From an optimization exercise on the open Yosys and OpenROAD flow, aimed at small area; shortcuts taken in it are not production practice.
In this exercise RTL edits were held to simulation tests only and were not proved equivalent to the original.
Power figures rest on the tool's default switching activity, not on a simulated workload. The flow treats the clock pin as an ideal source, which a real chip does not have.

Setup of run a:
## top_upscaler
module top_upscaler #(
    parameter IMG_W = 64,
    parameter IMG_H = 216
)(
    input  wire        clk, rst,
    input  wire [23:0] pixel_in,
    input  wire        input_valid,
    output wire [23:0] pixel_out,
    output wire        output_valid
);
Size in the first run: roughly 4900 cells after synthesis, about 3200 flip-flops, ~52 I/O pins, ~110000 sq um of cells after synthesis.
==> module top_upscaler, before the edit <==
module top_upscaler #(
    parameter IMG_W = 64,
    parameter IMG_H = 216
)(
    input  wire        clk, rst,
    input  wire [23:0] pixel_in,
    input  wire        input_valid,
    output wire [23:0] pixel_out,
    output wire        output_valid
);
    localparam integer DEPTH = 2 * IMG_W;
    reg [1:0] ph;
    always @(posedge clk) begin
        if (rst) ph <= 2'd0;
        else if (input_valid) ph <= {ph[0], ~(ph[0] | ph[1])};
    end
    wire se = input_valid & ph[1];
    reg [1:0] vpipe;
    always @(posedge clk) begin
        if (rst) vpipe <= 2'b00;
        else     vpipe <= {vpipe[0], input_valid};
    end
    assign output_valid = vpipe[1];
    reg [DEPTH*24-1:0] lb;
    always @(posedge clk) begin
        if (se) lb <= {lb[(DEPTH-1)*24-1:0], pixel_in};
    end
    wire [23:0] lb_out = lb[DEPTH*24-1 -: 24];
    reg [6:0] cnt;   
    reg full;
    always @(posedge clk) begin
        if (rst) begin
            cnt <= 0; full <= 1'b0;
        end else if (se) begin
            cnt <= cnt + 1'b1;
            if (&cnt) full <= 1'b1;
        end
    end
    reg [23:0] c0, c1, c2, c3;
    always @(posedge clk) begin
        if (rst) begin
            c0 <= 24'd0; c1 <= 24'd0; c2 <= 24'd0; c3 <= 24'd0;
        end else if (se) begin
            c0 <= full ? lb_out : 24'd0;
            c1 <= c0; c2 <= c1; c3 <= c2;
        end
    end
    wire sel = ph[0];
    wire [23:0] out;
    genvar k;
    generate
        for (k = 0; k < 3; k = k + 1) begin : ch
            wire [7:0] p0 = c3[8*k +: 8];
            wire [7:0] p1 = c2[8*k +: 8];
            wire [7:0] p2 = c1[8*k +: 8];
            wire [7:0] p3 = c0[8*k +: 8];
            wire [7:0] a = sel ? p0 : p3;
            wire [7:0] b = sel ? p1 : p2;
            wire [7:0] c = sel ? p2 : p1;
            wire [7:0] d = sel ? p3 : p0;
            wire [17:0] t = {10'd0, b} * 18'd114 + {10'd0, c} * 18'd23
                          - {10'd0, a} * 18'd4 - {10'd0, d} * 18'd5 + 18'd64;
            wire [7:0] f = t[17] ? 8'd0 : (|t[16:15]) ? 8'd255 : t[14:7];
            assign out[8*k +: 8] = (ph == 2'd0) ? p1 : f;
        end
    endgenerate
    reg [23:0] v;
    always @(posedge clk) v <= out;
    assign pixel_out = v;
endmodule
clock: 13.0 ns
lec_check: 0
cap_margin: 20
core_margin: 2
core_utilization: 40
slew_margin: 20
run.sh (not shown) runs the stock make flow with config.mk's settings and CLKGATE_MAP_FILE= SYNTH_SCRIPT=/design/flow/synth_recipe.tcl, a recipe that flattens the netlist after the stock synthesis.
What run b does differently from run a at the input level:
--- a/flow/design.v
+++ b/flow/design.v
@@ -12,9 +12,15 @@
     localparam integer DEPTH = 2 * IMG_W;
     reg [1:0] ph;
+    reg nph1;
     always @(posedge clk) begin
-        if (rst) ph <= 2'd0;
-        else if (input_valid) ph <= {ph[0], ~(ph[0] | ph[1])};
+        if (rst) begin
+            ph <= 2'd0; nph1 <= 1'b1;
+        end else if (input_valid) begin
+            ph <= {ph[0], ~(ph[0] | ph[1])};
+            nph1 <= ~ph[0];
+        end
     end
-    wire se = input_valid & ph[1];
+    wire se   = input_valid & ph[1];
+    wire hold = ~input_valid | nph1;
     reg [1:0] vpipe;
     always @(posedge clk) begin
@@ -24,7 +30,6 @@
     assign output_valid = vpipe[1];
     reg [DEPTH*24-1:0] lb;
-    always @(posedge clk) begin
-        if (se) lb <= {lb[(DEPTH-1)*24-1:0], pixel_in};
-    end
+    always @(posedge clk)
+        lb <= ({DEPTH*24{se}} & {lb[(DEPTH-1)*24-1:0], pixel_in}) | ({DEPTH*24{hold}} & lb);
     wire [23:0] lb_out = lb[DEPTH*24-1 -: 24];
     reg [6:0] cnt;   
@@ -38,12 +43,13 @@
         end
     end
+    wire se_w   = se & ~rst;
+    wire se_c0  = se & full & ~rst;
+    wire hold_w = hold & ~rst;
     reg [23:0] c0, c1, c2, c3;
     always @(posedge clk) begin
-        if (rst) begin
-            c0 <= 24'd0; c1 <= 24'd0; c2 <= 24'd0; c3 <= 24'd0;
-        end else if (se) begin
-            c0 <= full ? lb_out : 24'd0;
-            c1 <= c0; c2 <= c1; c3 <= c2;
-        end
+        c0 <= ({24{se_c0}} & lb_out) | ({24{hold_w}} & c0);
+        c1 <= ({24{se_w}}  & c0)     | ({24{hold_w}} & c1);
+        c2 <= ({24{se_w}}  & c1)     | ({24{hold_w}} & c2);
+        c3 <= ({24{se_w}}  & c2)     | ({24{hold_w}} & c3);
     end
     wire sel = ph[0];
@@ -60,6 +66,6 @@
             wire [7:0] c = sel ? p2 : p1;
             wire [7:0] d = sel ? p3 : p0;
-            wire [17:0] t = {10'd0, b} * 18'd114 + {10'd0, c} * 18'd23
-                          - {10'd0, a} * 18'd4 - {10'd0, d} * 18'd5 + 18'd64;
+            wire [17:0] t = {3'd0, b, 7'd0} + {9'd0, b, 1'd0} + {6'd0, c, 4'd0} + {7'd0, c, 3'd0} + 18'd64
+                          - {6'd0, b, 4'd0} - {10'd0, c} - {8'd0, a, 2'd0} - {8'd0, d, 2'd0} - {10'd0, d};
             wire [7:0] f = t[17] ? 8'd0 : (|t[16:15]) ? 8'd255 : t[14:7];
             assign out[8*k +: 8] = (ph == 2'd0) ? p1 : f;
Results
Per the comparison of run b with run a, power spent charging and discharging nets grew by 2.2%; total number of placement rows shrank by 5; clock buffer instance count of the final layout grew by 19%. Relative to run a, number of different library cells in the post-synthesis netlist decreased by about 15% in run b. Comparing run a and run b, clock skew is lower on run b. Worst hold slack after final layout: run b higher than run a. On first-iteration detailed-routing DRC count: between run a and run b, it ends up lower for run a. The higher standard cell core area of run a and run b is in run a.

---

Another version of the RTL of top_upscaler (not shown whole).
Size in the first run: about 7,700 cells after synthesis, roughly 3,200 flip-flops, roughly 0.10 mm^2 of cells after synthesis.
==> module top_upscaler, before the edit <==
module top_upscaler #(
    parameter IMG_W = 64,
    parameter IMG_H = 216
)(
    input  wire        clk, rst,
    input  wire [23:0] pixel_in,
    input  wire        input_valid,
    output wire [23:0] pixel_out,
    output wire        output_valid
);
    localparam integer DEPTH = 2 * IMG_W;
    reg [1:0] ph;
    reg nph1;
    always @(posedge clk) begin
        if (rst) begin
            ph <= 2'd0; nph1 <= 1'b1;
        end else if (input_valid) begin
            ph <= {ph[0], ~(ph[0] | ph[1])};
            nph1 <= ~ph[0];
        end
    end
    wire se   = input_valid & ph[1];
    wire hold = ~input_valid | nph1;
    reg [1:0] vpipe;
    always @(posedge clk) begin
        if (rst) vpipe <= 2'b00;
        else     vpipe <= {vpipe[0], input_valid};
    end
    assign output_valid = vpipe[1];
    reg [DEPTH*24-1:0] lb;
    always @(posedge clk)
        lb <= ({DEPTH*24{se}} & {lb[(DEPTH-1)*24-1:0], pixel_in}) | ({DEPTH*24{hold}} & lb);
    wire [23:0] lb_out = lb[DEPTH*24-1 -: 24];
    reg [6:0] cnt;   
    reg full;
    always @(posedge clk) begin
        if (rst) begin
            cnt <= 0; full <= 1'b0;
        end else if (se) begin
            cnt <= cnt + 1'b1;
            if (&cnt) full <= 1'b1;
        end
    end
    wire se_w   = se & ~rst;
    wire se_c0  = se & full & ~rst;
    wire hold_w = hold & ~rst;
    reg [23:0] c0, c1, c2, c3;
    always @(posedge clk) begin
        c0 <= ({24{se_c0}} & lb_out) | ({24{hold_w}} & c0);
        c1 <= ({24{se_w}}  & c0)     | ({24{hold_w}} & c1);
        c2 <= ({24{se_w}}  & c1)     | ({24{hold_w}} & c2);
        c3 <= ({24{se_w}}  & c2)     | ({24{hold_w}} & c3);
    end
    wire sel = ph[0];
    wire [23:0] out;
    genvar k;
    generate
        for (k = 0; k < 3; k = k + 1) begin : ch
            wire [7:0] p0 = c3[8*k +: 8];
            wire [7:0] p1 = c2[8*k +: 8];
            wire [7:0] p2 = c1[8*k +: 8];
            wire [7:0] p3 = c0[8*k +: 8];
            wire [7:0] f;
            filter_tap ft (.p0(p0), .p1(p1), .p2(p2), .p3(p3), .sel(sel), .f(f));
            assign out[8*k +: 8] = (ph == 2'd0) ? p1 : f;
        end
    endgenerate
    reg [23:0] v;
    always @(posedge clk) v <= out;
    assign pixel_out = v;
endmodule
clock: 13.0 ns
lec_check: 0
cap_margin: 20
core_margin: 2
core_utilization: 70
cts_buf_list: sky130_fd_sc_hd__clkbuf_16
cts_cluster_diameter: 100
cts_cluster_size: 30
place_density: 0.78
slew_margin: 20
The baseline produced a clean layout.
Edit:
--- a/flow/design.v
+++ b/flow/design.v
@@ -181,12 +181,15 @@
         if (rst) vpipe <= 2'b00;
         else     vpipe <= {vpipe[0], input_valid};
     end
     assign output_valid = vpipe[1];
+    reg pol;
+    always @(posedge clk) pol <= ~pol & ~rst;
+    wire [23:0] din = pixel_in ^ {24{pol}};
     reg [DEPTH*24-1:0] lb;
     always @(posedge clk)
-        lb <= ({DEPTH*24{se}} & {lb[(DEPTH-1)*24-1:0], pixel_in}) | ({DEPTH*24{hold}} & lb);
-    wire [23:0] lb_out = lb[DEPTH*24-1 -: 24];
+        lb <= ~(({DEPTH*24{hold}} | {lb[(DEPTH-1)*24-1:0], din}) & ({DEPTH*24{se}} | lb));
+    wire [23:0] lb_out = lb[DEPTH*24-1 -: 24] ^ {24{pol}};
     reg [6:0] cnt;   
     reg full;
     always @(posedge clk) begin
         if (rst) begin
After rerunning:
- die area falls by a little under a tenth
- sequential share of layout area is higher by 4.7 points
- final area decreases by a little under a tenth
- clock-buffer cell count does not change
- clock power is about the same

---

top_upscaler again, from the RTL that the note above started with.
clock: 13.0 ns
lec_check: 0
cap_margin: 20
core_margin: 2
core_utilization: 70
cts_buf_list: sky130_fd_sc_hd__clkbuf_16
cts_cluster_diameter: 100
cts_cluster_size: 30
place_density: 0.78
slew_margin: 20
standard.sh (not shown) runs the stock make flow with config.mk's settings and CLKGATE_MAP_FILE= SYNTH_SCRIPT=/design/flow/synth_recipe.tcl, a recipe that flattens the netlist after the stock synthesis.
==> flow/flow/run.sh <==
#!/bin/bash
# The standard layout (standard.sh) with two changes, both through ORFS's own
# variables:
#  - port buffers are buf_1 (the standard flow's pick is clkdlybuf4s50_1);
#  - CTS uses clkbuf_16 only, clusters of up to 30 sinks within 100 um, and
#    no dummy loads.
set -euo pipefail
export BUFFER_PORTS_ARGS="-buffer_cell sky130_fd_sc_hd__buf_1"
export CTS_ARGS="-sink_clustering_enable -repair_clock_nets -dont_use_dummy_load -sink_clustering_size 30 -sink_clustering_max_diameter 100 -buf_list sky130_fd_sc_hd__clkbuf_16"
bash standard.sh > standard.log 2>&1
The baseline finished with timing, DRC and antenna clean.
Edit:
--- a/flow/design.v
+++ b/flow/design.v
@@ -180,14 +180,17 @@
     always @(posedge clk) begin
         if (rst) vpipe <= 2'b00;
         else     vpipe <= {vpipe[0], input_valid};
     end
     assign output_valid = vpipe[1];
+    reg pol;
+    always @(posedge clk) pol <= ~pol & ~rst;
+    wire [23:0] din = pixel_in ^ {24{pol}};
     reg [DEPTH*24-1:0] lb;
     always @(posedge clk)
-        lb <= ({DEPTH*24{se}} & {lb[(DEPTH-1)*24-1:0], pixel_in}) | ({DEPTH*24{hold}} & lb);
-    wire [23:0] lb_out = lb[DEPTH*24-1 -: 24];
+        lb <= ~(({DEPTH*24{hold}} | {lb[(DEPTH-1)*24-1:0], din}) & ({DEPTH*24{se}} | lb));
+    wire [23:0] lb_out = lb[DEPTH*24-1 -: 24] ^ {24{pol}};
     reg [6:0] cnt;   
     reg full;
     always @(posedge clk) begin
         if (rst) begin
             cnt <= 0; full <= 1'b0;
What happened:
- The new run went through all stages and came out clean
- utilization went up by 0.14 points
- die area went down by a little under a tenth
- global-route usage went up by 1.6 points
- cell count went down slightly
- worst hold slack degrades by 0.0068 ns
- non-clock buffer count went up by 13
- wire length went up slightly

separate check: timing with driven ports:
How much do the figures lean on ideal ports? The routed layouts below were timed once more, with nothing changed but the port constraints. Step 1, drivers: a clkbuf_16 drives clk and a buf_2 each remaining input, both assumed. Step 2, shift: input delay + t, output delay - t, t = (earliest + latest rising clock arrival at the registers) / 2. This alone moves slack from input paths to output paths. a / b / c = ideal ports / drivers / drivers and shift; a / b = the first two.
run	t, ns	setup WS [ns]	worst slew at a driven data input, ns
run a	0.889	3.749 / 3.749 / 3.749	0.04
run b	0.987	6.918 / 6.918 / 6.559	0.07
the first run of note 2	0.829	4.414 / 4.414 / 4.414	0.07
the second run of note 2	0.826	4.165 / 4.165 / 4.165	0.06
the first run of note 3	0.818	4.496 / 4.496 / 4.496	0.08
the second run of note 3	0.814	4.210 / 4.210 / 4.210	0.04
After both steps setup and hold are still met in every run listed. For run b, which loses most, drivers alone change the setup slack by 0.000 ns; drivers and shift together by -0.359 ns.
